Source: an optimization exercise on an open RTL-to-GDS flow (aim: small area). Production flows keep margins and buffers that such runs may drop.
The RTL was checked by simulation tests, not by an equivalence proof against the original design.

Design cordic, start of the top module:
module cordic (
  input                clk,
  input                reset,
  input                operands_val,
  input  signed [15:0] x_start,
  input  signed [15:0] y_start,
  input  signed [15:0] angle,
  output signed [15:0] sine,
  output signed [15:0] cosine,
  output               out_valid
);
Size: about 2800 cells after synthesis, roughly 27000 sq um of cells after synthesis.
export LEC_CHECK = 0
export CAP_MARGIN = 0
export CORE_MARGIN = 2
export CORE_UTILIZATION = 70
export SLEW_MARGIN = 0
export SYNTH_HIERARCHICAL = 1
export SYNTH_MINIMUM_KEEP_SIZE = 0
create_clock -name core_clock -period 5.0 [get_ports {clk}]
standard.sh (not shown) runs the stock make flow with config.mk's settings and CLKGATE_MAP_FILE= SYNTH_SCRIPT=/design/flow/synth_recipe.tcl, a recipe that flattens the netlist after the stock synthesis.
==> flow/flow/run.sh <==
#!/bin/bash
# Own layout flow: the standard ORFS flow (standard.sh, including its
# standard synthesis), with two changes to how the layout is built:
#  - the input/output port buffers are sky130_fd_sc_hd__buf_1 cells;
#  - clock tree synthesis inserts no dummy loads and clusters up to 27 sinks.
# ORFS writes each step's full log under orfs/logs/; make's own output goes
# to make.log in this folder.
set -euo pipefail
export BUFFER_PORTS_ARGS="-buffer_cell sky130_fd_sc_hd__buf_1"
export CTS_ARGS="-sink_clustering_enable -repair_clock_nets -dont_use_dummy_load -sink_clustering_size 27 -sink_clustering_max_diameter 100"
bash standard.sh finish > make.log 2>&1
Edit:
==> flow/flow/run.sh (replaced) <==
#!/bin/bash
# Own layout flow: the standard ORFS flow (standard.sh, including its
# standard synthesis), with two changes to how the layout is built:
#  - the input/output port buffers are sky130_fd_sc_hd__buf_1 cells;
#  - clock tree synthesis inserts no dummy loads and clusters up to 30 sinks.
# ORFS writes each step's full log under orfs/logs/; make's own output goes
# to make.log in this folder.
set -euo pipefail
export BUFFER_PORTS_ARGS="-buffer_cell sky130_fd_sc_hd__buf_1"
export CTS_ARGS="-sink_clustering_enable -repair_clock_nets -dont_use_dummy_load -sink_clustering_size 30 -sink_clustering_max_diameter 100"
bash standard.sh finish > make.log 2>&1
What happened:
- cell count hardly moves
- core utilization goes down by 0.41 points
- setup slack gets worse by 0.034 ns
- synthesized area is unchanged
- hold slack is better by 0.0030 ns
- first-iteration DRC count is lower by a few percent
- non-clock buffer count shrinks by 8
Edit:
==> flow/flow/run.sh (replaced) <==
#!/bin/bash
# Own layout flow: the standard ORFS flow (standard.sh, including its
# standard synthesis), with two changes to how the layout is built:
#  - the input/output port buffers are sky130_fd_sc_hd__buf_1 cells;
#  - clock tree synthesis inserts no dummy loads and clusters up to 24 sinks.
# ORFS writes each step's full log under orfs/logs/; make's own output goes
# to make.log in this folder.
set -euo pipefail
export BUFFER_PORTS_ARGS="-buffer_cell sky130_fd_sc_hd__buf_1"
export CTS_ARGS="-sink_clustering_enable -repair_clock_nets -dont_use_dummy_load -sink_clustering_size 24 -sink_clustering_max_diameter 100"
bash standard.sh finish > make.log 2>&1
Settings changed: CORE_UTILIZATION 70 to 60, SETUP_SLACK_MARGIN set to 0.1.
What happened: Wire length barely changes. Via count drops by 0.83%. Utilization came out lower by 10 points.


Another version of the RTL of cordic (not shown whole).
For scale: roughly 3000 cells after synthesis, roughly 30000 µm² of cells after synthesis.
==> flow/config.mk <==
export PLATFORM = sky130hd
export DESIGN_NAME = cordic
export DESIGN_NICKNAME = cordic
export VERILOG_FILES = /design/flow/design.v
export SDC_FILE = /design/flow/constraint.sdc
export NUM_CORES = 4
export LEC_CHECK = 0
export CAP_MARGIN = 0
export CORE_MARGIN = 2
export CORE_UTILIZATION = 60
export SLEW_MARGIN = 0
export SYNTH_HIERARCHICAL = 1
export SYNTH_MINIMUM_KEEP_SIZE = 0
==> flow/constraint.sdc <==
create_clock -name core_clock -period 5.0 [get_ports {clk}]
set_input_delay 1.0000 -clock core_clock [delete_from_list [all_inputs] [get_ports {clk}]]
set_output_delay 1.0000 -clock core_clock [all_outputs]
set_load 0.01 [all_outputs]
==> flow/flow/run.sh <==
#!/bin/bash
# Own layout flow: the standard ORFS flow (standard.sh, including its
# standard synthesis), with two changes to how the layout is built:
#  - the input/output port buffers are sky130_fd_sc_hd__buf_1 cells;
#  - clock tree synthesis inserts no dummy loads.
# ORFS writes each step's full log under orfs/logs/; make's own output goes
# to make.log in this folder.
set -euo pipefail
export BUFFER_PORTS_ARGS="-buffer_cell sky130_fd_sc_hd__buf_1"
export CTS_ARGS="-sink_clustering_enable -repair_clock_nets -dont_use_dummy_load -sink_clustering_size 30 -sink_clustering_max_diameter 100"
bash standard.sh finish > make.log 2>&1
Rerun with:
--- a/flow/flow/run.sh
+++ b/flow/flow/run.sh
@@ -10 +10 @@
-export CTS_ARGS="-sink_clustering_enable -repair_clock_nets -dont_use_dummy_load -sink_clustering_size 30 -sink_clustering_max_diameter 100"
+export CTS_ARGS="-sink_clustering_enable -repair_clock_nets -dont_use_dummy_load"
What happened:
- die area stays the same
- via count climbs by 1.3%
- setup slack is better by 12 ps
- cell count rose by 0.91%
- register-to-register slack stays flat
- sequential share of layout area is lower by 0.92 points
- design area came out higher by 2.8%

[afterwards: timing with drivers on the ports]
The flow's constraints put no driver on any port. The routed layouts listed below were extracted and timed again, unchanged, in two steps.
Step 1 sets driving cells, clkbuf_16 on the clock port and buf_2 on the other inputs (assumed; they add their load-dependent delay and slew).
Step 2 times the ports against the registers' clock, not the clock port: input delays grow and output delays shrink by t, the midpoint of the rising clock arrivals with the driver on.
a / b / c = no drivers / after step 1 / after step 2; a / b = the first two.
run	t, ns	setup WS [ns]	hold WS [ns]	slew at the worst register clock pin (ns)
the first run of note 1	0.568	0.266 / 0.256 / -0.265	0.327 / 0.327 / 0.327	0.11 / 0.11
the second run of note 1	0.568	0.232 / 0.229 / -0.210	0.330 / 0.330 / 0.330	0.11 / 0.11
the third run of note 1	0.600	0.376 / 0.343 / -0.060	0.327 / 0.327 / 0.327	0.10 / 0.10
the first run of note 2	0.605	0.458 / 0.458 / 0.120	0.318 / 0.318 / 0.318	0.11 / 0.11
the second run of note 2	0.644	0.470 / 0.470 / 0.078	0.292 / 0.292 / 0.292	0.06 / 0.06
Met with ideal ports but missed after step 2: setup timing in the first run of note 1, the second run of note 1 and the third run of note 1. For the first run of note 1, which loses most, drivers alone change the setup slack by -0.010 ns; drivers and shift together by -0.531 ns.
